Background: an optimization exercise with open tools, aiming at small area and a short achievable clock period. Do not read the settings as production practice. The RTL was checked by simulation tests, not by an equivalence proof against the original design.

==> flow/design.v (outline; a module is shown in full before it is edited, if it fits) <==
// module mac_corner: 1672 lines
// module mac_edge: 1673 lines
// module mac_inner: 1529 lines
// module fa_x: 10 lines
// module ha_x: 9 lines
// module pe_os: 17 lines
// module systolic_array_os: 303 lines
module systolic_array_os #(
    DATA_WIDTH = 16,
    ACC_WIDTH = 64
    )(
    input logic clk,
    input logic rstn,
    input logic acc_en,
    input logic signed [DATA_WIDTH-1:0] data_0_i,
    input logic signed [DATA_WIDTH-1:0] data_1_i,
    input logic signed [DATA_WIDTH-1:0] data_2_i,
    input logic signed [DATA_WIDTH-1:0] data_3_i,
    input logic signed [DATA_WIDTH-1:0] weight_0_i,
    input logic signed [DATA_WIDTH-1:0] weight_1_i,
    input logic signed [DATA_WIDTH-1:0] weight_2_i,
    input logic signed [DATA_WIDTH-1:0] weight_3_i,
    output logic signed [ACC_WIDTH-1:0] acc_res_pe0_o,
    output logic signed [ACC_WIDTH-1:0] acc_res_pe1_o,
    output logic signed [ACC_WIDTH-1:0] acc_res_pe2_o,
    output logic signed [ACC_WIDTH-1:0] acc_res_pe3_o,
    output logic signed [ACC_WIDTH-1:0] acc_res_pe4_o,
    output logic signed [ACC_WIDTH-1:0] acc_res_pe5_o,
    output logic signed [ACC_WIDTH-1:0] acc_res_pe6_o,
    output logic signed [ACC_WIDTH-1:0] acc_res_pe7_o,
    output logic signed [ACC_WIDTH-1:0] acc_res_pe8_o,
    output logic signed [ACC_WIDTH-1:0] acc_res_pe9_o,
    output logic signed [ACC_WIDTH-1:0] acc_res_pe10_o,
    output logic signed [ACC_WIDTH-1:0] acc_res_pe11_o,
    output logic signed [ACC_WIDTH-1:0] acc_res_pe12_o,
    output logic signed [ACC_WIDTH-1:0] acc_res_pe13_o,
    output logic signed [ACC_WIDTH-1:0] acc_res_pe14_o,
    output logic signed [ACC_WIDTH-1:0] acc_res_pe15_o
    );
  // ...
==> flow/flow/run.sh <==
#!/bin/bash
# Layout flow: the standard flow (standard.sh) with these changes.
#  1. Synthesis maps the RTL's one-bit adder modules (fa_x, ha_x) straight
#     onto the library's full and half adder cells (fa_map.v), before Yosys's
#     "synth" runs, and skips the quick ABC pass inside "synth" (-noabc).
#     The compressor trees then come out exactly as the RTL writes them, and
#     extract_fa only looks for further full adders (-fa): the half adders
#     are all written out, and the ones it would find are parts of other
#     logic that it could only build with inverters around them.
#  3. Every input and output port still gets its own buffer, but a plain
#     buffer cell (BUF_CELL) rather than the delay buffer buffer_ports picks
#     by itself; timing repair resizes them as needed.
# Each tool's output goes to synth.log and layout.log here (and ORFS's own
# logs under orfs/logs).
set -euo pipefail
BUF_CELL=sky130_fd_sc_hd__buf_1
HERE=$PWD
cp flow/abc.script abc.script
cp flow/fa_map.v fa_map.v
{
  echo 'proc synth {args} {'
  echo '  if {[lsearch -exact $args ":fine"] >= 0 && ![info exists ::adders_mapped]} {'
  echo '    set ::adders_mapped 1'
  echo "    yosys techmap -map $HERE/fa_map.v"
  echo '  }'
  echo '  yosys synth -nofsm -noshare -noabc {*}$args'
  echo '}'
  echo 'proc extract_fa {args} { yosys extract_fa -fa {*}$args }'
  echo 'proc abc {args} {'
  echo '  set i [lsearch -exact $args -script]'
  echo "  if {\$i >= 0} { set args [lreplace \$args \$i [expr {\$i+1}] -script $HERE/abc.script] }"
  echo '  yosys abc {*}$args'
  echo '}'
  tail -n +2 synth_recipe.tcl
} > my_synth.tcl
head -1 synth_recipe.tcl | grep -q 'proc synth'
sed "s#SYNTH_SCRIPT=[^ ]*#SYNTH_SCRIPT=$HERE/my_synth.tcl#" standard.sh > my_standard.sh
grep -q 'my_synth.tcl' my_standard.sh
bash my_standard.sh synth > synth.log 2>&1
export BUFFER_PORTS_ARGS="-buffer_cell $BUF_CELL"
bash standard.sh > layout.log 2>&1
==> flow/flow/abc.script <==
strash
dch
map -D 1500
topo
stime -c
buffer -c
upsize -c
dnsize -c
==> flow/flow/fa_map.v <==
// Maps the RTL's one-bit adders (fa_x, ha_x) onto the library's adder cells.
module fa_x (input a, input b, input c, output s, output co);
  sky130_fd_sc_hd__fa_1 _TECHMAP_REPLACE_ (.A(a), .B(b), .CIN(c), .SUM(s), .COUT(co));
endmodule

module ha_x (input a, input b, output s, output co);
  sky130_fd_sc_hd__ha_1 _TECHMAP_REPLACE_ (.A(a), .B(b), .SUM(s), .COUT(co));
endmodule
==> flow/standard.sh <==
#!/bin/bash
# synth_recipe.tcl (not shown) runs the flow's synth.tcl, then flattens the netlist and writes it again
# the make line also repeats each setting of config.mk as NAME=value (left out here)
make -C /OpenROAD-flow-scripts/flow DESIGN_CONFIG=/design/flow/config.mk WORK_HOME=/design/flow/orfs CLKGATE_MAP_FILE= SYNTH_SCRIPT=/design/flow/synth_recipe.tcl "${@:-finish}"
==> flow/config.mk <==
export PLATFORM = sky130hd
export DESIGN_NAME = systolic_array_os
export DESIGN_NICKNAME = systolic_array_os
export VERILOG_FILES = /design/flow/design.v
export SDC_FILE = /design/flow/constraint.sdc
export NUM_CORES = 8
export LEC_CHECK = 0
export CAP_MARGIN = 20
export CORE_MARGIN = 2
export CORE_UTILIZATION = 40
export CTS_CLUSTER_DIAMETER = 120
export CTS_CLUSTER_SIZE = 24
export SETUP_SLACK_MARGIN = 4.5
export SLEW_MARGIN = 20
==> flow/constraint.sdc <==
create_clock -name core_clock -period 10.0 [get_ports {clk}]
set_input_delay 2.0000 -clock core_clock [delete_from_list [all_inputs] [get_ports {clk}]]
set_output_delay 2.0000 -clock core_clock [all_outputs]
set_load 0.01 [all_outputs]
==> results.toml, run 1 <==
[routing]
highest_layer = "met5"
avgViaCountPerCell = 5.62
drc_errors = 0

[floorplanning]
die_w_um = 646
dieArea_mm2 = 0.417

[yosys]
ys_async_sr_fraction_pct = 65.8
syn_inst = 17100
ys_warn_count = 8
synthSimpleGateAreaFrac_pct = 8.11
synth-edff-count = 504
netlist.top_cell.by_area = "fa_1"
synth_cell_types = 73

[global_route]
busiest_layer = "met2"
grt_usage_pct = 26.4

[finish]
seq_cell_count = 1472
clkbuf_count = 123
design_area_mm2 = 0.190
inverters = 1066
nNetsFinal = 21000

[sta]
setup-violations-final = 0

[outcome]
status = "finished clean"

[clocking]
cts-root-buf = "clkbuf_16"

[flow_run]
drv_cap = 0

[setup_path]
slowest_delay_ps = 440
end_kind = "output port"
==> run 2, diff against run 1 <==
==> flow/flow/abc.script (replaced) <==
strash
dch
map -D 1000
topo
stime -c
buffer -c
upsize -c
dnsize -c
==> run 2 against run 1 <==
Against the previous run:
- count of clock-buffer cells in the layout decreased by 6
- non-clock buffer count decreased by 327
- sequential share of layout area about the same
- final cell count increased by 5.4%
- critical path depth decreased by 3
- clock skew increased by 8.7 ps
==> results.toml, run 2 <==
[routing]
avgViaCountPerCell = 5.67
via_count = 141000
drc_errors = 0
drt_iter0_markers = 13800
avgRoutedWirePerCell_um = 23.7
firstDrtPassIters = 7
wl_mm = 588
drtAntennaViolNets = 0

[yosys]
syn_inst = 18500
synth_cell_types = 70
synth.most_common_cell = "nand2_1"
ys_async_sr_fraction_pct = 65.8
synth-seq-area-share_pct = 23.0
yosys.area.top_type_share_pct = 26.2
synth-edff-count = 504
ys_warn_count = 8
avgSynthCellArea_um2 = 9.28
ys_ff_latch = 1472
synthesis.area_mm2 = 0.171
yosys-top-cells-area = "fa_1, dfrtp_1, xor2_1"
synth_common_cells = "nand2_1, fa_1, xor2_1"
ys.flop_type = "dfrtp_1"
netlist.top_cell.by_area = "fa_1"

[sta]
relSlewSlack_pct = 13.3
rsz0062_at_grt = "yes"
finClkSkew_ps = 80.8
setup_slack_ps = 4550
setup-violations-final = 0
tightestPinTransition_ps = 1300
setup_tns_ps = 0
maxSlewViolCount = 0
final.min_clock_period_ps = 5450
finalHoldViolCount = 0
fmaxAchievable_mhz = 184
period_share_pct = 54.5

[clocking]
cts_tree = "done"
cts.clk_slew.worst_paths_ps = 100
cts_buffer_depth = 4
clk_latency_ps = 940
cts.sinks = 1472
cts-htree-levels = 3
cts-root-buf = "clkbuf_16"
numCtsBuffers = 95

[setup_path]
crit_arrival_ps = 6180
critical_path_required_ps = 10730
crit_path_start_kind = "input pin"
critPathKind = "in -> reg"
end_kind = "flip-flop"
path_max_fanout = 17

[finish]
drive_gt1_share_pct = 9.75
final-seq-area_mm2 = 0.0394
final_cell_mix = "nand2_1, xor2_1, fa_1"
multi_input_area_mm2 = 0.119
final_cells = 24800
final_common_cell = "nand2_1"
design_area_mm2 = 0.189
fillers = 41000
area_growth_pct = 10.6
nNetsFinal = 22000

[place]
dpl.hpwl_mm = 423
place_inst = 23600
dp_slack_ps = 3350
place.gp.congestion = 0.936
post_dp_cell_area_mm2 = 0.175
io_buffer_count = 1154

[floorplanning]
die_w_um = 658
dieArea_mm2 = 0.433
die_y_um = 658
core_area_mm2 = 0.427
ioPinCount = 1155
initial_core_util_pct = 40.1
num_rows = 240

[global_route]
grt-ovfl-total = 0
grt_usage_pct = 26.4
grt_max_degree = 208
antenna_found_initial = 59
grt_pass1_vias = 141000
grt_pass1_wl_mm = 884

[flow_run]
drv_cap = 0

[outcome]
status = "finished clean"

[worst_hold_path]
hp-class = "reg -> reg"
run 2: layer usage:
metal / part of all wire [%] / GRT usage, % / vias up
li1: - / - / 62700
met1: 39 / 33.5 / 69900
met2: 45 / 41.7 / 6677
met3: 8.4 / 5.43 / 1317
met4: 7.0 / 15.6 / 32
met5: 0.034 / 0 / -
run 2: cell type report:
class	count	area share [%]
clock inverter	55	0.347
timing repair buffer	2304	8.05
timing repair inverter	1	0.00264
clock buffer	117	1.39
sequential	1472	20.8
antenna	37	0.0489
tap	5687	3.76
inverter	1337	2.72
multi-input combinational	13800	62.9
run 2: cell families after synthesis:
| logic type | after synthesis | synth area share [%] |
|---|---|---|
| AOI/OAI and AO/OA | 4319 | 15.3 |
| xor gates and xnor gates | 2384 | 12.2 |
| adders and majority gates | 2905 | 31.0 |
| buffers and inverters | 3252 | 8.49 |
| DFF | 1472 | 23.0 |
| other | 1 | 0.00219 |
| and+or+nand+nor | 4120 | 9.96 |
run 2: metrics by stage:
step                      utilization [%]  hold WS [ps]
after floorplan                         -           423
after global placement               41.1           465
after detailed placement             41.1           473
after CTS                            43.8           495
after global routing                 44.4           509
final                                44.4           497
run 2: worst max-delay path, cell delays in order:
cell,delay [ps]
buf_1,150
clkinv_1,620
o22ai_1,370
xor2_1,200
fa_1,490
fa_1,450
fa_1,410
fa_1,480
fa_1,520
ha_1,290
nand2_1,70
o21ai_0,110
run 2: worst paths after layout:
| check | start | to | slack, ps | cells past startpoint |
|---|---|---|---|---|
| worst max-delay path | weight_2_i[12] | u_mac_2.p_r[18] | 4550 | 12 |
| worst min-delay path | v1 | v1 | 500 | 2 |
| worst max register to register | pe_5.w_o[1] | u_mac_9.acc_r[46] | 4600 | 19 |
| worst min register to register | v1 | v1 | 500 | 2 |
| max in group asynchronous | rstn | u_mac_2.p_r[14] | 6730 | 3 |
| min in group asynchronous | rstn | u_mac_12.p_r[22] | 1150 | 1 |
run 2: what timing repair did:
item / in CTS / in global routing
buffers inserted: 810 / 115
pin swaps: 17 / 54
setup endpoints to repair: 399 / 467
gates cloned: 4 / 22
hold buffers: 0 / 0
gates resized for setup: 101 / 263
==> run 3, diff against run 2 <==
==> flow/flow/abc.script (replaced) <==
strash
dch
map -D 1200
topo
stime -c
buffer -c
upsize -c
dnsize -c
==> run 3 against run 2 <==
Against the previous run:
- still clean
- final cell count fell by 4.7%
- first-iteration DRC count fell by 3.5%
- register-to-register slack barely moved
- via count fell by 4.9%
- synthesized area fell by 2.5%
- count of clock-buffer cells in the layout rose by 5
- flip-flop and latch count did not move
==> results.toml, run 3 <==
[outcome]
status = "finished clean"

[global_route]
grt_usage_pct = 27.3
grt_pass1_wl_mm = 880
grt_max_degree = 151
grt-ovfl-total = 0
grt_pass1_vias = 135000
antenna_found_initial = 52

[clocking]
clk_latency_ps = 930
cts_hold_buf = 0
cts_buffer_depth = 4
cts_tree = "done"
cts-htree-levels = 3
cts-root-buf = "clkbuf_16"
cts.clk_slew.worst_paths_ps = 110
cts.sinks = 1472
numCtsBuffers = 105

[worst_hold_path]
holdPathEnd = "v1"
hp-class = "reg -> reg"
whs_path_depth = 2
holdCritStartpoint = "v1"

[place]
io_buffer_count = 1154
dp_slack_ps = 3510
dpl.hpwl_mm = 427
place.gp.congestion = 0.947

[floorplanning]
die_y_um = 650
core_area_mm2 = 0.416
ioPinCount = 1155
num_rows = 237
die_w_um = 650
initial_core_util_pct = 40.1
dieArea_mm2 = 0.423

[finish]
final_common_cell = "xor2_1"
area_growth_pct = 11.2
final_cell_mix = "xor2_1, nand2_1, fa_1"
final_core_util_pct = 44.6
drive_gt1_share_pct = 10.8
nNetsFinal = 21000

[sta]
rsz0062_at_grt = "yes"
setup-violations-final = 0
setup_slack_ps = 4540
period_share_pct = 54.6
fmaxAchievable_mhz = 183
relSlewSlack_pct = 19.5
setup_tns_ps = 0
maxSlewViolCount = 0
final.min_clock_period_ps = 5460
tightestPinTransition_ps = 1200
finClkSkew_ps = 52.8
finalHoldViolCount = 0

[yosys]
netlist.top_cell.by_area = "fa_1"
synthesis.area_mm2 = 0.167
ys_async_sr_fraction_pct = 65.8
synth_common_cells = "xor2_1, nand2_1, fa_1"
yosys.area.top_type_share_pct = 26.9
avgSynthCellArea_um2 = 9.57
synth_cell_types = 80
synth-seq-area-share_pct = 23.6
synth-edff-count = 504
yosys-top-cells-area = "fa_1, dfrtp_1, xor2_1"
syn_inst = 17400
ys_ff_latch = 1472
ys_warn_count = 8
ys.flop_type = "dfrtp_1"
synth.most_common_cell = "xor2_1"

[setup_path]
r2r-start = "pe_7.w_o[10]"
end_kind = "output port"
path_max_fanout = 17
r2r_slack_ps = 4590
crit_buf_inv = 2
cp_top_family = "simple AND/OR/NAND/NOR gates"
critPathKind = "reg -> out"
rr_worst_depth = 19
critPathLaunch = "u_mac_0.p_r[15]"
critical_path_required_ps = 8000
slowest_delay_ps = 440
crit_path_start_kind = "flip-flop"
crit_slowest_cell = "dfrtp_2"
reg2reg_to = "u_mac_11.acc_r[33]"
worstPathCellList = "nand2_1 > nor3_2 > nand2_1 > nor2_1 > nand3_1 > nor2_4 > nor2_4 > buf_12 > o31ai_4 > nand3_4 > nand2_4 > buf_1"
crit_arrival_ps = 3460

[routing]
drc_errors = 0
drtAntennaViolNets = 0
firstDrtPassIters = 8
wl_mm = 592
avgRoutedWirePerCell_um = 25.1
avgViaCountPerCell = 5.66
via_count = 134000
drt_iter0_markers = 13300

[flow_run]
drv_cap = 0
## run 3: layout make-up
class	instances	area (um^2)
fillers	39700	230000
multi-input cells	13000	116000
flip-flops and latches	1472	39400
repair buffers	2297	15100
well taps	5497	6880
inverters	1155	4400
clock buffers	122	2770
clock inverters	69	918
diodes	37	92.6
repair inverters	1	5.00
## run 3: worst reg2reg max path: cells and delay by family (launching register included)
kind            cells  cell delay [ps]
flops               1              440
fa+ha+maj           6             2450
compound gates      7             1310
buf+inv             4              700
xor+xnor            2              360
## run 3: layer usage
metal	wire length [um]	part of all wire (%)	vias to the layer above	GRT usage [%]
li1	-	-	59100	-
met4	45100	7.6	26	17.6
met5	181	0.031	-	0
met2	269000	45	6637	43.2
met3	49600	8.4	1323	5.46
met1	228000	39	66700	34.2
## run 3: cell families after synthesis
| group | count (synthesis) | share of synthesized area (%) |
|---|---|---|
| other cells | 1 | 0.00225 |
| compound gates | 3895 | 14.1 |
| flops | 1472 | 23.6 |
| buf+inv | 3027 | 8.21 |
| fa+ha+maj | 2905 | 31.8 |
| xor+xnor | 2556 | 13.4 |
| simple gates | 3587 | 8.86 |
## run 3: what timing repair did
item	in CTS	in global routing
cloned	6	6
setup buffers	814	96
gates resized for setup	118	355
setup endpoints to repair	457	453
pin swaps	26	80
## run 3: worst max path at each step
stage / endpoint / slack, ps / cells after the start
after floorplan: u_mac_0.p_r[18] / 4410 / 15
after global placement: u_mac_0.p_r[18] / 3530 / 14
after detailed placement: u_mac_0.p_r[18] / 3510 / 14
after CTS: acc_res_pe3_o[18] / 4470 / 10
after global routing: acc_res_pe0_o[48] / 4400 / 12
final: acc_res_pe0_o[59] / 4540 / 12
## run 3: per-stage QoR
step | instances | cell area [um^2] | hold slack (ps)
after global placement | 22500 | 171000 | 464
after CTS | 23500 | 183000 | 501
after detailed placement | 22500 | 171000 | 473
final | 23600 | 186000 | 500
after global routing | 23600 | 186000 | 533
after floorplan | 17500 | 167000 | 423
==> run 4, diff against run 3 <==
--- a/flow/config.mk
+++ b/flow/config.mk
@@ -11,4 +11,4 @@
 export CTS_CLUSTER_DIAMETER = 120
 export CTS_CLUSTER_SIZE = 24
-export SETUP_SLACK_MARGIN = 4.5
+export SETUP_SLACK_MARGIN = 4.4
 export SLEW_MARGIN = 20
==> run 4 against run 3 <==
Against the previous run:
- design area down 1.2%
- routed wire length down 0.42%
- final cell count down 0.41%
- critical path type unchanged
==> results.toml, run 4 <==
[yosys]
ys_async_sr_fraction_pct = 65.8
ys_warn_count = 8
netlist.top_cell.by_area = "fa_1"
ys_ff_latch = 1472
synthesis.area_mm2 = 0.167
yosys-top-cells-area = "fa_1, dfrtp_1, xor2_1"
yosys.area.top_type_share_pct = 26.9
synth-edff-count = 504
synth_cell_types = 80
synth_common_cells = "xor2_1, nand2_1, fa_1"
synth-seq-area-share_pct = 23.6
synth.most_common_cell = "xor2_1"
ys.flop_type = "dfrtp_1"
avgSynthCellArea_um2 = 9.57
syn_inst = 17400

[clocking]
cts-htree-levels = 3
cts_buffer_depth = 4
cts_tree = "done"
cts-root-buf = "clkbuf_16"
cts.sinks = 1472
numCtsBuffers = 104
cts.clk_slew.worst_paths_ps = 90
clk_latency_ps = 920

[sta]
rsz0062_at_grt = "yes"
finalHoldViolCount = 0
setup_tns_ps = 0
setup-violations-final = 0
fmaxAchievable_mhz = 181
tightestPinTransition_ps = 1180
period_share_pct = 55.4
relSlewSlack_pct = 21.0
final.min_clock_period_ps = 5540
finClkSkew_ps = 53.7
maxSlewViolCount = 0

[routing]
firstDrtPassIters = 8
via_count = 133000
avgRoutedWirePerCell_um = 25.1
drc_errors = 0
drtAntennaViolNets = 0
drt_iter0_markers = 13700
wl_mm = 590
avgViaCountPerCell = 5.67

[setup_path]
rr_worst_depth = 19
r2r-start = "pe_14.d_o[10]"
crit_path_start_kind = "flip-flop"
path_max_fanout = 14
crit_slowest_cell = "dfrtp_2"
critPathKind = "reg -> out"
crit_arrival_ps = 3540
worstPathCellList = "nand2_1 > nor3_2 > nand2_1 > nor2_4 > nand3_1 > nor2_4 > nor2_2 > buf_8 > o31ai_4 > nand3_4 > buf_6 > nand2_8 > buf_6"
end_kind = "output port"
slowest_delay_ps = 440
critical_path_required_ps = 8000
critPathLaunch = "u_mac_0.p_r[15]"

[floorplanning]
die_y_um = 650
num_rows = 237
die_w_um = 650
ioPinCount = 1155
core_area_mm2 = 0.416
dieArea_mm2 = 0.423
initial_core_util_pct = 40.1

[outcome]
status = "finished clean"

[flow_run]
drv_cap = 0

[global_route]
antenna_found_initial = 42
grt_pass1_wl_mm = 875
grt_pass1_vias = 134000
grt_usage_pct = 27.2
grt-ovfl-total = 0
grt_max_degree = 203

[place]
dpl.hpwl_mm = 429
place.gp.congestion = 0.952
io_buffer_count = 1154

[finish]
area_growth_pct = 9.87
nNetsFinal = 21000
final_common_cell = "xor2_1"
drive_gt1_share_pct = 9.24
final_cell_mix = "xor2_1, nand2_1, fa_1"

[worst_hold_path]
holdCritStartpoint = "v1"
whs_path_depth = 2
hp-class = "reg -> reg"
-- run 4: cell counts after synthesis --
Identical to the previous run, type by type.
-- run 4: kinds of logic after synthesis --
logic type               share of synthesized area (%)
other                                          0.00225
AO/OA/AOI/OAI                                     14.1
XOR/XNOR                                          13.4
adder cells (fa/ha/maj)                           31.8
buffers and inverters                             8.21
flip-flops                                        23.6
AND/OR/NAND/NOR                                   8.86
-- run 4: layout make-up --
class                   instances  area [um^2]
multi-input cells           13000       115000
clock inverters                61          764
diodes                         32         80.1
well taps                    5497         6880
clock buffers                 128         2780
inverters                    1155         4360
repair inverters                1         5.00
repair buffers               2208        14200
fillers                     39800       233000
flip-flops and latches       1472        39400
-- run 4: final timing paths --
| path | to | slack, ps |
|---|---|---|
| max in group asynchronous | u_mac_3.p_r[32] | 6890 |
| min | v1 | 510 |
| max reg2reg | u_mac_15.acc_r[38] | 4480 |
| min in group asynchronous | u_mac_15.acc_r[17] | 1140 |
| max | acc_res_pe0_o[47] | 4460 |
| min reg2reg | v1 | 510 |
-- run 4: per-stage QoR --
| stage | std cells | hold WS [ps] | worst slack (ps) | util, % | instance area [um^2] |
|---|---|---|---|---|---|
| 2_1_floorplan | 17500 | 423 | 4350 | - | 167000 |
| 3_3_place_gp | 22500 | 476 | 3520 | 41.1 | 171000 |
| 3_5_place_dp | 22500 | 485 | 3530 | 41.1 | 171000 |
| 4_1_cts | 23400 | 509 | 4210 | 43.6 | 181000 |
| 5_1_grt | 23500 | 542 | 4330 | 44.1 | 183000 |
| 6_report | 23500 | 512 | 4460 | 44.1 | 183000 |
-- run 4: repair_timing --
action | CTS | global route
setup endpoints to repair | 399 | 378
buffers inserted | 668 | 129
hold buffers | 0 | 0
resized for setup | 69 | 181
gates cloned | 5 | 6
pin swaps | 20 | 42
-- run 4: critical path: cells and delay by family, from the launching register on --
| kind | cells | cell delay [ps] |
|---|---|---|
| and+or+nand+nor | 9 | 1410 |
| AOI/OAI and AO/OA | 1 | 330 |
| DFF | 1 | 440 |
| buffers and inverters | 3 | 430 |
-- run 4: per-layer routing --
layer | global-route usage (%) | wire length [um]
met1 | 34.0 | 227000
met2 | 43.2 | 269000
met3 | 5.46 | 49300
met4 | 17.3 | 44400
met5 | 0 | 79
==> run 5, diff against run 4 <==
--- a/flow/config.mk
+++ b/flow/config.mk
@@ -11,4 +11,4 @@
 export CTS_CLUSTER_DIAMETER = 120
 export CTS_CLUSTER_SIZE = 24
-export SETUP_SLACK_MARGIN = 4.4
+export SETUP_SLACK_MARGIN = 4.55
 export SLEW_MARGIN = 20
==> run 5 against run 4 <==
Against the previous run:
- still clean on timing, DRC and antenna
- first-iteration DRC count shrank 2.0%
- setup slack gained 100 ps
- hold slack lost 21 ps
- via count grew 0.99%
- register-to-register slack gained 80 ps
- utilization grew 1.4 points
- synthesized cell count is the same
- non-clock buffer count grew 208
- critical path type is now reg -> reg
==> results.toml, run 5 <==
[clocking]
cts.clk_slew.worst_paths_ps = 90
clk_latency_ps = 940
numCtsBuffers = 104
cts_tree = "done"
cts_buffer_depth = 4
cts-htree-levels = 3
cts-root-buf = "clkbuf_16"
cts.sinks = 1472

[sta]
maxSlewViolCount = 0
setup_tns_ps = 0
relSlewSlack_pct = 26.6
setup-violations-final = 0
rsz0062_at_grt = "yes"
holdWs_ps = 491
period_share_pct = 54.4
tightestPinTransition_ps = 1100
final.min_clock_period_ps = 5440
fmaxAchievable_mhz = 184
finClkSkew_ps = 94.0
finalHoldViolCount = 0

[place]
io_buffer_count = 1154
dpl.hpwl_mm = 428
post_dp_cell_area_mm2 = 0.171
place.gp.congestion = 0.953

[routing]
drtAntennaViolNets = 0
firstDrtPassIters = 7
via_count = 135000
wl_mm = 599
avgRoutedWirePerCell_um = 25.2
drc_errors = 0
avgViaCountPerCell = 5.68
drt_iter0_markers = 13400

[yosys]
synth_top_family_by_area = "adder cells"
synth-edff-count = 504
synth_xor_area_share_pct = 13.4
avgSynthCellArea_um2 = 9.57
ys_ff_latch = 1472
synthAdderAreaFrac_pct = 31.8
synth_cell_types = 80
yosys-top-cells-area = "fa_1, dfrtp_1, xor2_1"
synth.most_common_cell = "xor2_1"
netlist.top_cell.by_area = "fa_1"
ys.flop_type = "dfrtp_1"
syn_inst = 17400
synth_compound_area_share_pct = 14.1
muxShareOfSynthArea_pct = 0
synthesis.area_mm2 = 0.167
ys_async_sr_fraction_pct = 65.8
yosys.area.top_type_share_pct = 26.9
synth_common_cells = "xor2_1, nand2_1, fa_1"
ys_warn_count = 8
synth-seq-area-share_pct = 23.6
synthSimpleGateAreaFrac_pct = 8.86

[floorplanning]
die_w_um = 650
die_y_um = 650
num_rows = 237
ioPinCount = 1155
initial_core_util_pct = 40.1
dieArea_mm2 = 0.423
core_area_mm2 = 0.416

[worst_hold_path]
whs_path_depth = 2
holdCritStartpoint = "v1"
hp-class = "reg -> reg"
holdPathEnd = "v1"

[setup_path]
crit_slowest_cell = "fa_1"
critPathKind = "reg -> reg"
r2r_slack_ps = 4560
critical_path_required_ps = 10730
crit_arrival_ps = 6170
slowest_delay_ps = 560
crit_top_cell = "fa_1"
rr_worst_depth = 17
crit_path_start_kind = "flip-flop"
r2r-start = "pe_14.d_o[9]"
path_max_fanout = 5
reg2reg_to = "u_mac_15.acc_r[38]"
critPathLaunch = "pe_14.d_o[9]"
worstPathCellList = "buf_4 > o22ai_1 > xor2_1 > fa_1 > fa_2 > fa_2 > fa_1 > fa_1 > ha_4 > a21o_1 > a221o_1 > a21oi_4 > o221ai_4 > buf_4 > a221oi_2 > nand2b_1 > a31oi_1"
end_kind = "flip-flop"

[finish]
drive_gt1_share_pct = 13.4
nNetsFinal = 21200
final_cell_mix = "xor2_1, nand2_1, fa_1"
area_growth_pct = 13.2
final_common_cell = "xor2_1"
design_area_mm2 = 0.189
fillers = 39200
final_core_util_pct = 45.4

[global_route]
antenna_found_initial = 43
grt_pass1_vias = 135000
met1_usage_pct = 34.2
use_met2_pct = 43.2
globalRouteMet3Util_pct = 5.42
busiest_layer = "met2"
grt_max_degree = 207
grt-ovfl-total = 0
grt_usage_pct = 27.4
grt_pass1_wl_mm = 881

[outcome]
status = "finished clean"

[flow_run]
drv_cap = 0
==> run 5: cell counts after synthesis <==
Identical to the previous run, type by type.
==> run 5: critical path: cells and delay by family (launching register included) <==
family          cells  cell delay [ps]
buf+inv             2              400
flops               1              520
fa+ha+maj           6             2530
xor+xnor            1              150
simple gates        1              140
compound gates      7             1490
==> run 5: layout make-up <==
cell class	instances	area [um^2]	share of cell area, %
antenna	33	82.6	0.0437
clock buffer	121	2710	1.43
clock inverter	66	901	0.476
inverter	1155	4460	2.36
multi-input combinational	13000	118000	62.5
sequential	1472	39400	20.8
tap	5497	6880	3.64
timing repair buffer	2416	16500	8.70
timing repair inverter	1	5.00	0.00265
==> run 5: how the worst max path moves through the flow <==
stage          cells after the start  slack [ps]                 end
3_3_place_gp                      14        3510     u_mac_0.p_r[20]
3_5_place_dp                      14        3490     u_mac_0.p_r[20]
2_1_floorplan                     16        4480     u_mac_0.p_r[18]
6_report                          17        4560  u_mac_15.acc_r[38]
4_1_cts                           13        4480   acc_res_pe4_o[18]
5_1_grt                           18        4410  u_mac_15.acc_r[38]
==> run 5: per-stage QoR <==
step | setup WS (ps) | instances
floorplan | 4480 | 17500
global placement | 3510 | 22500
detailed placement | 3490 | 22500
CTS | 4480 | 23500
global route | 4410 | 23700
finish | 4560 | 23700
==> run 5: kinds of logic after synthesis <==
group	after synthesis
compound gates	3895
buf+inv	3027
flops	1472
other cells	1
fa+ha+maj	2905
xor+xnor	2556
simple gates	3587
==> run 5: metal layers <==
layer | share of wire (%) | wire (um)
met4 | 8.1 | 48300
met2 | 45 | 271000
met3 | 8.5 | 50700
met1 | 38 | 228000
met5 | 0.019 | 116
==> run 5: what timing repair did <==
item	CTS	global route
cloned	10	11
hold buffers	0	0
setup endpoints to repair	493	501
pin swaps	58	231
resized for setup	187	795
buffers inserted	849	170
endpoints found under the hold margin	0	0
==> run 6, diff against run 5 <==
--- a/flow/config.mk
+++ b/flow/config.mk
@@ -11,4 +11,5 @@
 export CTS_CLUSTER_DIAMETER = 120
 export CTS_CLUSTER_SIZE = 24
-export SETUP_SLACK_MARGIN = 4.55
+export SETUP_SLACK_MARGIN = 4.5
 export SLEW_MARGIN = 20
+export TNS_END_PERCENT = 30
==> run 6 against run 5 <==
Against the previous run:
- maximum frequency is 1.7% lower
- highest routed layer unchanged
- register-to-register slack about the same
- critical path type is now in -> reg
- synthesized cell count unchanged
- largest cell class unchanged
- still clean
- setup slack worse by 95 ps
==> results.toml, run 6 <==
[outcome]
status = "finished clean"

[floorplanning]
dieArea_mm2 = 0.423
initial_core_util_pct = 40.1
num_rows = 237
die_y_um = 650
ioPinCount = 1155
die_w_um = 650
core_area_mm2 = 0.416

[finish]
nNetsFinal = 21000
final_common_cell = "xor2_1"
area_growth_pct = 10.9
final_cell_mix = "xor2_1, nand2_1, fa_1"
final_cells = 23600
drive_gt1_share_pct = 10.3
design_area_mm2 = 0.185

[yosys]
yosys.area.top_type_share_pct = 26.9
syn_inst = 17400
netlist.top_cell.by_area = "fa_1"
ys_warn_count = 8
ys_async_sr_fraction_pct = 65.8
avgSynthCellArea_um2 = 9.57
ys_ff_latch = 1472
synth.most_common_cell = "xor2_1"
synth_common_cells = "xor2_1, nand2_1, fa_1"
yosys-top-cells-area = "fa_1, dfrtp_1, xor2_1"
synthesis.area_mm2 = 0.167
synth-seq-area-share_pct = 23.6
ys.flop_type = "dfrtp_1"
synth-edff-count = 504
synth_cell_types = 80

[sta]
period_share_pct = 55.3
setup-violations-final = 0
maxSlewViolCount = 0
fmaxAchievable_mhz = 181
finalHoldViolCount = 0
rsz0062_at_grt = "yes"
relSlewSlack_pct = 20.9
setup_slack_ps = 4470
final.min_clock_period_ps = 5530
tightestPinTransition_ps = 1180
finClkSkew_ps = 84.1
setup_tns_ps = 0

[setup_path]
crit_arrival_ps = 6280
path_max_fanout = 22
end_kind = "flip-flop"
critPathKind = "in -> reg"
crit_path_start_kind = "input pin"
critical_path_required_ps = 10750

[flow_run]
drv_cap = 0

[clocking]
cts-root-buf = "clkbuf_16"
cts.clk_slew.worst_paths_ps = 90
numCtsBuffers = 100
cts_buffer_depth = 4
cts_tree = "done"
clk_latency_ps = 930
cts.sinks = 1472
cts-htree-levels = 3

[place]
post_dp_cell_area_mm2 = 0.171
place_inst = 22500
dpl.hpwl_mm = 425
dp_slack_ps = 3520
place.gp.congestion = 0.944
io_buffer_count = 1154

[worst_hold_path]
hp-class = "reg -> reg"

[routing]
avgViaCountPerCell = 5.65
route.met3.wl_mm = 50.7
avgRoutedWirePerCell_um = 24.9
drtAntennaViolNets = 0
drt_iter0_markers = 12800
via_count = 133000
wl_met1_mm = 225
drc_errors = 0
wl_mm = 587
firstDrtPassIters = 7
highest_layer = "met5"
wl_met2_mm = 268

[global_route]
antenna_found_initial = 45
grt_max_degree = 176
grt_usage_pct = 26.9
grt_pass1_vias = 134000
grt_pass1_wl_mm = 868
grt-ovfl-total = 0
run 6: cell counts after synthesis:
Identical to the previous run, type by type.
run 6: metal layers:
layer | up-vias | GRT usage (%)
met1 | 66500 | 33.5
met2 | 6495 | 42.7
met3 | 1304 | 5.84
met4 | 14 | 16.6
li1 | 59000 | -
met5 | - | 0
run 6: path summary, 6_finish.rpt:
path / from / end / slack [ps] / depth (start not counted)
max in group asynchronous: rstn / u_mac_3.g_r[34] / 6840 / 3
worst max register to register: pe_3.w_o[13] / u_mac_7.acc_r[40] / 4560 / 20
worst max-delay path: weight_0_i[3] / u_mac_0.p_r[18] / 4470 / 15
min in group asynchronous: rstn / u_mac_12.p_r[44] / 1010 / 1
worst min register to register: v1 / v1 / 500 / 2
worst min-delay path: v1 / v1 / 500 / 2
run 6: layout make-up:
type	count	area, um^2
diodes	37	92.6
clock buffers	114	2590
clock inverters	68	843
fillers	39700	231000
inverters	1155	4350
multi-input cells	13000	116000
flip-flops and latches	1472	39400
well taps	5497	6880
repair buffers	2260	15100
run 6: cell families after synthesis:
| group | count (synthesis) | share of synthesized area, % |
|---|---|---|
| AOI/OAI and AO/OA | 3895 | 14.1 |
| and+or+nand+nor | 3587 | 8.86 |
| buffers and inverters | 3027 | 8.21 |
| adders and majority gates | 2905 | 31.8 |
| xor gates and xnor gates | 2556 | 13.4 |
| DFF | 1472 | 23.6 |
| other | 1 | 0.00225 |
run 6: what timing repair did:
action	4_1_cts	5_1_grt
setup endpoints to repair	441	515
gates cloned	3	16
hold buffers	0	0
pin swaps	26	87
setup buffers	642	212
resized for setup	82	369
run 6: worst max-delay path, stage by stage:
cell     delay, ps
buf_1           70
buf_4          230
nor2_1         310
nor2_1         140
inv_1          430
o22ai_1        150
xor2_1         190
fa_1           480
fa_1           490
fa_1           400
fa_1           520
fa_1           420
ha_1           280
nand2_1         60
o21ai_0        100
run 6: per-stage QoR:
| step | util [%] | hold WS, ps |
|---|---|---|
| floorplan | - | 423 |
| global placement | 41.1 | 471 |
| detailed placement | 41.1 | 488 |
| CTS | 43.5 | 511 |
| global route | 44.5 | 529 |
| finish | 44.5 | 500 |
==> run 7, diff against run 6 <==
--- a/flow/config.mk
+++ b/flow/config.mk
@@ -8,8 +8,7 @@
 export CAP_MARGIN = 20
 export CORE_MARGIN = 2
-export CORE_UTILIZATION = 40
+export CORE_UTILIZATION = 30
 export CTS_CLUSTER_DIAMETER = 120
 export CTS_CLUSTER_SIZE = 24
 export SETUP_SLACK_MARGIN = 4.5
 export SLEW_MARGIN = 20
-export TNS_END_PERCENT = 30
==> run 7 against run 6 <==
Against the previous run:
- critical path depth up 2
- clock skew down 10 ps
- first-iteration DRC count up 10%
==> results.toml, run 7 <==
[floorplanning]
core_area_mm2 = 0.556
ioPinCount = 1155
num_rows = 274
initial_core_util_pct = 30.0
dieArea_mm2 = 0.563
die_y_um = 750
die_w_um = 750

[clocking]
cts-root-buf = "clkbuf_16"
cts.clk_slew.worst_paths_ps = 110
cts.sinks = 1472
clk_latency_ps = 970
cts_hold_buf = 0
cts_buffer_depth = 4
cts-htree-levels = 3
cts_tree = "done"
numCtsBuffers = 106

[yosys]
synth_compound_area_share_pct = 14.1
ys_warn_count = 8
ys_async_sr_fraction_pct = 65.8
synth_xor_area_share_pct = 13.4
ys.flop_type = "dfrtp_1"
ys_ff_latch = 1472
netlist.top_cell.by_area = "fa_1"
avgSynthCellArea_um2 = 9.57
synthSimpleGateAreaFrac_pct = 8.86
muxShareOfSynthArea_pct = 0
yosys-top-cells-area = "fa_1, dfrtp_1, xor2_1"
synth-seq-area-share_pct = 23.6
synth_top_family_by_area = "adder cells"
syn_inst = 17400
yosys.area.top_type_share_pct = 26.9
synth_cell_types = 80
synthAdderAreaFrac_pct = 31.8
synth_common_cells = "xor2_1, nand2_1, fa_1"
synth-edff-count = 504
synthesis.area_mm2 = 0.167
synth.most_common_cell = "xor2_1"

[worst_hold_path]
hp-class = "reg -> reg"

[place]
place.gp.congestion = 0.938
io_buffer_count = 1154
dpl.hpwl_mm = 456

[routing]
avgRoutedWirePerCell_um = 24.5
firstDrtPassIters = 7
wl_mm = 626
drt_iter0_markers = 14100
drtAntennaViolNets = 0
avgViaCountPerCell = 5.29
via_count = 135000
drc_errors = 0

[setup_path]
crit_top_cell = "fa_2"
crit_buf_inv = 2
critPathCapture = "u_mac_15.acc_r[32]"
worstPathCellList = "buf_4 > o22ai_2 > xor2_2 > fa_2 > fa_2 > fa_1 > fa_2 > fa_1 > ha_4 > a21o_1 > a221o_1 > a21oi_4 > o221ai_4 > buf_6 > a21oi_1 > xor2_1 > o21ai_0"
crit_path_start_kind = "flip-flop"
critical_path_required_ps = 10800
crit_arrival_ps = 6440
cp.depth = 17
r2r_slack_ps = 4360
reg2reg_to = "u_mac_15.acc_r[32]"
path_max_fanout = 7
cp_top_family = "adder cells"
end_kind = "flip-flop"
slowest_delay_ps = 620
crit_slowest_cell = "fa_1"
critPathKind = "reg -> reg"
critPathLaunch = "pe_14.d_o[13]"
rr_worst_depth = 17
r2r-start = "pe_14.d_o[13]"

[finish]
final_core_util_pct = 34.0
area_growth_pct = 13.0
final_common_cell = "xor2_1"
drive_gt1_share_pct = 11.1
final_cell_mix = "xor2_1, nand2_1, fa_1"
nNetsFinal = 21000

[sta]
setup_tns_ps = 0
relSlewSlack_pct = 24.0
holdWs_ps = 497
rsz0062_at_grt = "yes"
tightestPinTransition_ps = 1140
setup-violations-final = 0
finalHoldViolCount = 0
maxSlewViolCount = 0
finClkSkew_ps = 73.9
final.min_clock_period_ps = 5640
fmaxAchievable_mhz = 177
period_share_pct = 56.4

[global_route]
antenna_found_initial = 38
grt_usage_pct = 21.5
grt_max_degree = 220
grt-ovfl-total = 0
grt_pass1_wl_mm = 912
grt_pass1_vias = 136000

[flow_run]
drv_cap = 0

[outcome]
status = "finished clean"
-- run 7: worst min path at each step --
stage	from	end	cells past startpoint
floorplan	v1	v1	2
global placement	v1	v1	2
CTS	v1	v1	2
global route	v1	v1	2
detailed placement	v1	v1	2
finish	v1	v1	2
-- run 7: kinds of logic (layout without fill, tap and decap cells) --
logic type / after synthesis / in the layout
xor gates and xnor gates: 2556 / 2556
DFF: 1472 / 1472
other: 1 / 54
and+or+nand+nor: 3587 / 3602
AOI/OAI and AO/OA: 3895 / 3897
buffers and inverters: 3027 / 3613
adders and majority gates: 2905 / 2905
-- run 7: through the flow --
stage	setup WS, ps	instance area, um^2	instances
global placement	3480	173000	24400
detailed placement	3510	174000	24400
floorplan	4410	167000	17500
CTS	4380	185000	25400
global route	4290	189000	25500
finish	4360	189000	25600
-- run 7: routing by layer --
layer | GRT usage (%) | up-vias | share of wire [%]
li1 | - | 59000 | -
met1 | 26.7 | 67500 | 39
met2 | 33.3 | 7164 | 44
met3 | 5.70 | 1460 | 9.7
met4 | 13.2 | 8 | 7.6
met5 | 0 | - | 0.0091
-- run 7: repair_timing --
item	in CTS	in global routing
endpoints found under the setup margin	490	504
hold endpoints to repair	0	0
gates resized for setup	138	470
pin swaps	30	115
setup buffers	736	131
cloned	8	11
-- run 7: area by class of cell --
| class | count | area (um^2) |
|---|---|---|
| Clock buffer | 126 | 2850 |
| Inverter | 1155 | 4390 |
| Antenna cell | 26 | 65.1 |
| Clock inverter | 68 | 927 |
| Tap cell | 7452 | 9320 |
| Timing Repair Buffer | 2264 | 15300 |
| Sequential cell | 1472 | 39400 |
| Multi-Input combinational cell | 13000 | 116000 |
| Fill cell | 56200 | 367000 |
-- run 7: tightest hold or removal path: cells and delay by family, from the launching register on --
kind / cells / cell delay [ps]
flip-flops: 1 / 340
buffers and inverters: 1 / 70
AND/OR/NAND/NOR: 1 / 70
==> run 8, diff against run 7 <==
--- a/flow/config.mk
+++ b/flow/config.mk
@@ -8,5 +8,5 @@
 export CAP_MARGIN = 20
 export CORE_MARGIN = 2
-export CORE_UTILIZATION = 30
+export CORE_UTILIZATION = 55
 export CTS_CLUSTER_DIAMETER = 120
 export CTS_CLUSTER_SIZE = 24
==> run 8 against run 7 <==
Against the previous run:
- still clean on timing, DRC and antenna
- count of clock-buffer cells in the layout is 6 lower
- hold slack got worse by 26 ps
==> results.toml, run 8 <==
[yosys]
synthesis.area_mm2 = 0.167
synth_common_cells = "xor2_1, nand2_1, fa_1"
netlist.top_cell.by_area = "fa_1"
avgSynthCellArea_um2 = 9.57
synth_cell_types = 80
ys_ff_latch = 1472
synth-edff-count = 504
ys.flop_type = "dfrtp_1"
yosys-top-cells-area = "fa_1, dfrtp_1, xor2_1"
ys_async_sr_fraction_pct = 65.8
synth-seq-area-share_pct = 23.6
syn_inst = 17400
ys_warn_count = 8
yosys.area.top_type_share_pct = 26.9
synth.most_common_cell = "xor2_1"

[routing]
avgViaCountPerCell = 6.02
drtAntennaViolNets = 0
wl_mm = 553
drt_iter0_markers = 13600
firstDrtPassIters = 7
avgRoutedWirePerCell_um = 25.1
drc_errors = 0
via_count = 133000

[setup_path]
worstPathCellList = "buf_12 > buf_4 > o22ai_2 > xor2_2 > or2_4 > nand2_1 > fa_1 > fa_2 > fa_1 > fa_1 > ha_4 > inv_2 > nor2_1 > a221o_1 > a21oi_4 > o221ai_4 > buf_12 > clkbuf_16 > a211oi_4 > or2_1 > a31oi_1"
cp.depth = 21
critical_path_required_ps = 10730
crit_arrival_ps = 6180
crit_top_cell = "fa_1"
cp_top_family = "adder cells"
rr_worst_depth = 21
slowest_delay_ps = 560
critPathKind = "reg -> reg"
end_kind = "flip-flop"
crit_path_start_kind = "flip-flop"
path_max_fanout = 7
crit_slowest_cell = "fa_1"
crit_buf_inv = 5

[place]
dpl.hpwl_mm = 395
place.gp.congestion = 0.964
io_buffer_count = 1154
post_dp_cell_area_mm2 = 0.169

[worst_hold_path]
whs_path_depth = 0
hp-class = "reg -> reg"

[sta]
finClkSkew_ps = 76.1
holdWs_ps = 471
finalHoldViolCount = 0
fmaxAchievable_mhz = 183
tightestPinTransition_ps = 1140
maxSlewViolCount = 0
setup-violations-final = 0
relSlewSlack_pct = 24.3
final.min_clock_period_ps = 5450
setup_tns_ps = 0
period_share_pct = 54.5
rsz0062_at_grt = "yes"

[floorplanning]
die_w_um = 555
ioPinCount = 1155
die_y_um = 555
initial_core_util_pct = 55.2
dieArea_mm2 = 0.308
core_area_mm2 = 0.303
num_rows = 202

[global_route]
grt-ovfl-total = 0
grt_pass1_wl_mm = 831
antenna_found_initial = 24
grt_max_degree = 154
grt_pass1_vias = 132000
grt_usage_pct = 35.3

[finish]
design_area_mm2 = 0.183
final_common_cell = "xor2_1"
drive_gt1_share_pct = 10.5
nNetsFinal = 21000
final_core_util_pct = 60.6
final_cell_mix = "xor2_1, nand2_1, fa_1"
area_growth_pct = 9.83

[clocking]
cts-htree-levels = 3
clk_latency_ps = 940
cts_tree = "done"
cts.clk_slew.worst_paths_ps = 100
cts_buffer_depth = 4
cts.sinks = 1472
numCtsBuffers = 92
cts_hold_buf = 0
cts-root-buf = "clkbuf_16"

[outcome]
status = "finished clean"

[flow_run]
drv_cap = 0
==> run 8: cell counts after synthesis <==
Identical to the previous run, type by type.
==> run 8: repair_timing <==
item	4_1_cts	5_1_grt
gates resized for setup	67	357
hold endpoints to repair	0	0
endpoints found under the setup margin	455	437
cloned	2	10
pin swaps	22	115
buffers inserted	826	106
==> run 8: path summary, 6_finish.rpt <==
check	from	to	slack [ps]
setup / recovery	pe_10.d_o[14]	u_mac_11.acc_r[43]	4550
hold / removal	pe_1.w_o[15]	pe_5.w_o[15]	470
setup reg to reg	pe_10.d_o[14]	u_mac_11.acc_r[43]	4550
hold reg to reg	pe_1.w_o[15]	pe_5.w_o[15]	470
max in group asynchronous	rstn	u_mac_1.p_r[36]	6980
min in group asynchronous	rstn	u_mac_12.p_r[44]	1080
==> run 8: final cells by class <==
| cell class | count | area [um^2] |
|---|---|---|
| fillers | 26000 | 119000 |
| diodes | 20 | 50.0 |
| clock inverters | 42 | 591 |
| inverters | 1155 | 4400 |
| well taps | 3978 | 4980 |
| repair inverters | 1 | 7.51 |
| repair buffers | 2306 | 15600 |
| clock buffers | 120 | 2440 |
| flip-flops and latches | 1472 | 39400 |
| multi-input cells | 13000 | 116000 |
==> run 8: per-layer routing <==
metal	track usage (%)	part of all wire [%]	vias up	wire length, um
met5	0	0.017	-	95
met4	19.4	6.7	16	37000
met3	7.90	9.6	1252	53000
met2	54.5	45	6790	248000
met1	46.4	39	65700	215000
li1	-	-	59000	-
==> run 8: cell families (layout without fill, tap and decap cells) <==
family	count (synthesis)	in the layout	share of synthesized area (%)
and+or+nand+nor	3587	3596	8.86
other	1	48	0.00225
xor gates and xnor gates	2556	2556	13.4
buffers and inverters	3027	3624	8.21
DFF	1472	1472	23.6
adders and majority gates	2905	2905	31.8
AOI/OAI and AO/OA	3895	3896	14.1
==> run 8: through the flow <==
step           worst slack, ps  instances
3_3_place_gp              3550      20900
4_1_cts                   4490      21900
2_1_floorplan             4410      17500
3_5_place_dp              3520      20900
6_report                  4550      22100
5_1_grt                   4360      22100
==> run 9, diff against run 8 <==
--- a/flow/config.mk
+++ b/flow/config.mk
@@ -8,7 +8,7 @@
 export CAP_MARGIN = 20
 export CORE_MARGIN = 2
-export CORE_UTILIZATION = 55
-export CTS_CLUSTER_DIAMETER = 120
-export CTS_CLUSTER_SIZE = 24
+export CORE_UTILIZATION = 40
+export CTS_CLUSTER_DIAMETER = 100
+export CTS_CLUSTER_SIZE = 30
 export SETUP_SLACK_MARGIN = 4.5
 export SLEW_MARGIN = 20
==> run 9 against run 8 <==
Against the previous run:
- still clean on timing, DRC and antenna
- non-clock buffer count is 80 higher
- design area is 2.7% higher
- sequential share of layout area decreased by 0.55 points
- maximum frequency fell by 1.0%
- setup slack got worse by 55 ps
- register-to-register slack got worse by 50 ps
- utilization fell by 15 points
- count of clock-buffer cells in the layout fell by 2
- flip-flop and latch count did not move
- critical endpoint is now u_mac_10.acc_r[37]
==> results.toml, run 9 <==
[routing]
firstDrtPassIters = 8
avgViaCountPerCell = 5.67
wl_mm = 595
drc_errors = 0
avgRoutedWirePerCell_um = 25.1
drt_iter0_markers = 13600
via_count = 135000
drtAntennaViolNets = 0

[sta]
setup_tns_ps = 0
finalHoldViolCount = 0
fmaxAchievable_mhz = 182
setup-violations-final = 0
relSlewSlack_pct = 20.3
finClkSkew_ps = 102
setup_slack_ps = 4490
final.min_clock_period_ps = 5510
tightestPinTransition_ps = 1190
period_share_pct = 55.1
rsz0062_at_grt = "yes"
maxSlewViolCount = 0

[place]
io_buffer_count = 1154
dpl.hpwl_mm = 427
dp_slack_ps = 3510
place.gp.congestion = 0.947

[clocking]
cts_hold_buf = 0
cts.clk_slew.worst_paths_ps = 110
cts.sinks = 1472
clk_latency_ps = 970
cts-root-buf = "clkbuf_16"
numCtsBuffers = 113
cts_buffer_depth = 4
cts-htree-levels = 3
cts_tree = "done"

[flow_run]
drv_cap = 0

[finish]
nNetsFinal = 21100
fillers = 39300
drive_gt1_share_pct = 12.4
final_common_cell = "xor2_1"
final_cell_mix = "xor2_1, nand2_1, fa_1"
area_growth_pct = 12.8
final_core_util_pct = 45.3

[yosys]
netlist.top_cell.by_area = "fa_1"
synthesis.area_mm2 = 0.167
synth-seq-area-share_pct = 23.6
yosys-top-cells-area = "fa_1, dfrtp_1, xor2_1"
syn_inst = 17400
ys.flop_type = "dfrtp_1"
yosys.area.top_type_share_pct = 26.9
ys_warn_count = 8
avgSynthCellArea_um2 = 9.57
synth-edff-count = 504
synth_cell_types = 80
ys_async_sr_fraction_pct = 65.8
synth.most_common_cell = "xor2_1"
ys_ff_latch = 1472
synth_common_cells = "xor2_1, nand2_1, fa_1"

[global_route]
grt_max_degree = 151
grt_usage_pct = 27.3
antenna_found_initial = 50
grt-ovfl-total = 0
grt_pass1_vias = 135000
grt_pass1_wl_mm = 879

[floorplanning]
num_rows = 237
initial_core_util_pct = 40.1
die_w_um = 650
die_y_um = 650
core_area_mm2 = 0.416
dieArea_mm2 = 0.423
ioPinCount = 1155

[setup_path]
path_max_fanout = 6
end_kind = "flip-flop"
crit_arrival_ps = 6260
critPathKind = "reg -> reg"
critical_path_required_ps = 10760
crit_path_start_kind = "flip-flop"

[outcome]
status = "finished clean"

[worst_hold_path]
hp-class = "reg -> reg"
## run 9: changes by cell type in the layout (fill, tap and decap cells not counted), sizes merged
cell and delta:
clkbuf +13, nand3 -3, nor2 -1, buf +65, diode +16, clkinv +17
bufinv +1, and2 +1, inv +24, clkinvlp +6, nand2 +3
## run 9: through the flow
step | instance area [um^2] | hold slack [ps] | std cells
3_3_place_gp | 171000 | 464 | 22500
5_1_grt | 188000 | 531 | 23700
2_1_floorplan | 167000 | 423 | 17500
4_1_cts | 184000 | 500 | 23500
3_5_place_dp | 171000 | 473 | 22500
6_report | 188000 | 498 | 23700
## run 9: worst max-delay path, stage by stage (launching register included)
cell       delay [ps]
edfxtp_1          570
buf_6             190
o22ai_2           200
xor2_2            200
fa_2              460
fa_2              400
fa_2              360
fa_2              400
fa_1              590
ha_4              230
inv_4              70
nor2_1             50
a221o_1           380
a21o_1            190
nand2_2            70
nand3_4           200
clkbuf_16         250
a31oi_1           240
or2_1             150
a31oi_1            60
## run 9: worst paths after layout
kind                                    from                  to  slack [ps]  cells after the start
worst max-delay path            pe_9.d_o[13]  u_mac_10.acc_r[37]        4490                     19
worst min-delay path                      v1                  v1         500                      2
worst max register to register  pe_9.d_o[13]  u_mac_10.acc_r[37]        4490                     19
worst min register to register            v1                  v1         500                      2
max in group asynchronous               rstn     u_mac_2.p_r[11]        6700                      3
min in group asynchronous               rstn  u_mac_11.acc_r[19]        1150                      1
## run 9: timing repair
| item | in CTS | in global routing |
|---|---|---|
| gates cloned | 6 | 11 |
| endpoints found under the setup margin | 469 | 468 |
| pin swaps | 40 | 160 |
| setup buffers | 822 | 172 |
| gates resized for setup | 141 | 625 |
## run 9: kinds of logic after synthesis
family                   Yosys count  synth area share, %
other                              1              0.00225
buffers and inverters           3027                 8.21
AO/OA/AOI/OAI                   3895                 14.1
AND/OR/NAND/NOR                 3587                 8.86
adder cells (fa/ha/maj)         2905                 31.8
flip-flops                      1472                 23.6
XOR/XNOR                        2556                 13.4
## run 9: final cells by class
type	instances	area [um^2]	area share, %
Multi-Input combinational cell	13000	117000	62.1
Sequential cell	1472	39400	20.9
Timing Repair Buffer	2386	16200	8.61
Tap cell	5497	6880	3.65
Inverter	1155	4410	2.34
Clock buffer	118	2890	1.53
Clock inverter	90	1480	0.783
Antenna cell	36	90.1	0.0478
Timing Repair inverter	1	5.00	0.00266
## run 9: metal layers
layer	vias up	wire (um)	track usage, %	part of all wire [%]
li1	59300	-	-	-
met1	66900	228000	34.2	38
met2	6989	272000	43.3	46
met3	1380	50900	5.34	8.6
met4	14	44800	17.2	7.5
met5	-	94	0	0.016
==> run 10, diff against run 9 <==
--- a/flow/config.mk
+++ b/flow/config.mk
@@ -9,6 +9,7 @@
 export CORE_MARGIN = 2
 export CORE_UTILIZATION = 40
-export CTS_CLUSTER_DIAMETER = 100
-export CTS_CLUSTER_SIZE = 30
-export SETUP_SLACK_MARGIN = 4.5
+export CTS_CLUSTER_DIAMETER = 120
+export CTS_CLUSTER_SIZE = 24
+export SETUP_SLACK_MARGIN = 4.7
 export SLEW_MARGIN = 20
+export TNS_END_PERCENT = 10
==> run 10 against run 9 <==
Against the previous run:
- still clean
- synthesized area stayed put
- design area is 0.42% higher
- first-iteration DRC count shrank 1.7%
- utilization up 0.19 points
- clock skew is 3.8 ps lower
- synthesized cell count unchanged
- hold slack improved by 3.6 ps
- sequential share of layout area fell by 0.091 points
- non-clock buffer count rose by 18
- via count is essentially flat
- flip-flop and latch count did not move
- critical endpoint is now u_mac_15.acc_r[38]
==> results.toml, run 10 <==
[outcome]
status = "finished clean"

[routing]
drc_errors = 0
firstDrtPassIters = 8
drtAntennaViolNets = 0
avgViaCountPerCell = 5.67
drt_iter0_markers = 13300
avgRoutedWirePerCell_um = 25.1
wl_mm = 596
via_count = 135000

[floorplanning]
core_area_mm2 = 0.416
initial_core_util_pct = 40.1
die_y_um = 650
ioPinCount = 1155
dieArea_mm2 = 0.423
num_rows = 237
die_w_um = 650

[setup_path]
path_max_fanout = 6
crit_arrival_ps = 6270
end_kind = "flip-flop"
critical_path_required_ps = 10750
critPathKind = "reg -> reg"
crit_path_start_kind = "flip-flop"

[flow_run]
drv_cap = 0

[yosys]
syn_inst = 17400
yosys-top-cells-area = "fa_1, dfrtp_1, xor2_1"
synth_cell_types = 80
synth.most_common_cell = "xor2_1"
synth-seq-area-share_pct = 23.6
ys_async_sr_fraction_pct = 65.8
avgSynthCellArea_um2 = 9.57
synthesis.area_mm2 = 0.167
ys_warn_count = 8
synth-edff-count = 504
netlist.top_cell.by_area = "fa_1"
ys.flop_type = "dfrtp_1"
synth_common_cells = "xor2_1, nand2_1, fa_1"
ys_ff_latch = 1472
yosys.area.top_type_share_pct = 26.9

[sta]
rsz0062_at_grt = "yes"
relSlewSlack_pct = 15.4
setup-violations-final = 0
tightestPinTransition_ps = 1260
finalHoldViolCount = 0
setup_tns_ps = 0
maxSlewViolCount = 0
fmaxAchievable_mhz = 181
period_share_pct = 55.2
final.min_clock_period_ps = 5520
finClkSkew_ps = 98.4

[clocking]
cts.clk_slew.worst_paths_ps = 100
cts-htree-levels = 3
cts-root-buf = "clkbuf_16"
clk_latency_ps = 970
cts_buffer_depth = 4
cts_tree = "done"
cts.sinks = 1472
numCtsBuffers = 105

[finish]
final_core_util_pct = 45.4
final_cell_mix = "xor2_1, nand2_1, fa_1"
area_growth_pct = 13.2
nNetsFinal = 21200
drive_gt1_share_pct = 13.4
final_common_cell = "xor2_1"
fillers = 39000

[global_route]
grt_usage_pct = 27.4
antenna_found_initial = 44
grt_pass1_vias = 136000
grt_pass1_wl_mm = 883
grt_max_degree = 198
grt-ovfl-total = 0

[worst_hold_path]
hp-class = "reg -> reg"

[place]
io_buffer_count = 1154
dpl.hpwl_mm = 425
place.gp.congestion = 0.952
## run 10: cell counts after synthesis
No cell type changed its count.
## run 10: worst paths after layout
kind	startpoint	endpoint	slack [ps]	depth (start not counted)
max in group asynchronous	rstn	u_mac_2.p_r[24]	6840	3
min in group asynchronous	rstn	u_mac_12.p_r[44]	1070	1
hold reg to reg	v1	v1	500	2
hold / removal	v1	v1	500	2
setup reg to reg	pe_14.d_o[11]	u_mac_15.acc_r[38]	4480	17
setup / recovery	pe_14.d_o[11]	u_mac_15.acc_r[38]	4480	17
## run 10: critical path: stages, from the launching register on
cell      delay, ps
edfxtp_1        530
buf_6           190
o22ai_4         160
xor2_2          220
fa_2            510
fa_2            370
fa_2            370
fa_1            470
fa_1            570
ha_4            230
a21o_1          170
a221o_1         400
a21oi_4         210
o221ai_4        230
buf_6           190
a221oi_4        240
nand2b_4        170
a31oi_1          60
## run 10: through the flow
stage	cells	setup WS [ps]	cell area (um^2)	hold WS, ps
floorplan	17500	4480	168000	423
global placement	22500	3600	171000	466
detailed placement	22500	3520	171000	484
CTS	23600	4530	185000	510
global route	23700	4390	189000	531
finish	23700	4480	189000	501
## run 10: timing repair
item,CTS,global route
endpoints found under the setup margin,602,706
pin swaps,100,188
buffers inserted,893,111
gates resized for setup,339,652
cloned,10,10
hold buffers,0,0
## run 10: metal layers
metal  part of all wire (%)  up-vias  global-route usage (%)
li1                       -    59300                       -
met1                     38    67200                    34.4
met2                     45     6869                    43.0
met3                    8.5     1380                    5.30
met4                    8.2       12                    18.5
met5                  0.013        -                       0
## run 10: layout make-up
cell class	count	area, um^2	area share (%)
Sequential cell	1472	39400	20.8
Antenna cell	38	95.1	0.0503
Tap cell	5497	6880	3.64
Multi-Input combinational cell	13000	118000	62.5
Clock buffer	127	2770	1.47
Clock inverter	65	941	0.498
Timing Repair Buffer	2404	16500	8.74
Inverter	1155	4370	2.31
## run 10: logic make-up (layout without fill, tap and decap cells)
| family | count (synthesis) | count (layout) | synth area share (%) |
|---|---|---|---|
| and+or+nand+nor | 3587 | 3597 | 8.86 |
| xor gates and xnor gates | 2556 | 2556 | 13.4 |
| other | 1 | 66 | 0.00225 |
| adders and majority gates | 2905 | 2905 | 31.8 |
| buffers and inverters | 3027 | 3751 | 8.21 |
| AOI/OAI and AO/OA | 3895 | 3896 | 14.1 |
| DFF | 1472 | 1472 | 23.6 |

separate check: timing with driven ports:
In the flow no input, the clock included, has a driving cell. The finished layouts below were timed again as built, in two steps.
Step 1: set_driving_cell puts a clkbuf_16 on clk and a buf_2 on each other input, an assumption about the parent block.
Step 2 adds t to the input delays and takes it off the output delays; t is the mean of the earliest and latest rising clock arrival at the registers after step 1. Input paths then give back, and output paths get back, about the clock's delay inside the block.
Three values: ideal ports, drivers, drivers and shift; two values: the first two.
run	shift t [ns]	slack for setup (ns)	hold WS [ns]	clock arrival spread, ns
run 1	1.028	4.143 / 4.021 / 3.577	0.498 / 0.498 / 0.498	0.084 / 0.084
run 2	1.008	4.551 / 4.480 / 3.541	0.497 / 0.497 / 0.497	0.085 / 0.085
run 3	1.022	4.540 / 4.428 / 3.605	0.500 / 0.500 / 0.500	0.067 / 0.067
run 4	1.018	4.460 / 4.343 / 3.546	0.512 / 0.512 / 0.512	0.068 / 0.068
run 5	1.012	4.562 / 4.464 / 3.604	0.491 / 0.491 / 0.491	0.103 / 0.103
run 6	1.009	4.467 / 4.397 / 3.518	0.500 / 0.500 / 0.500	0.096 / 0.096
run 7	1.050	4.358 / 4.358 / 3.562	0.497 / 0.497 / 0.497	0.089 / 0.088
run 8	1.008	4.547 / 4.460 / 3.638	0.471 / 0.471 / 0.471	0.081 / 0.081
run 9	1.040	4.492 / 4.458 / 3.619	0.498 / 0.498 / 0.498	0.109 / 0.109
run 10	1.035	4.477 / 4.470 / 3.498	0.501 / 0.501 / 0.501	0.104 / 0.103
After both steps every run listed still meets setup and hold. For run 2, which loses most, drivers alone change the setup slack by -0.071 ns; drivers and shift together by -1.010 ns.
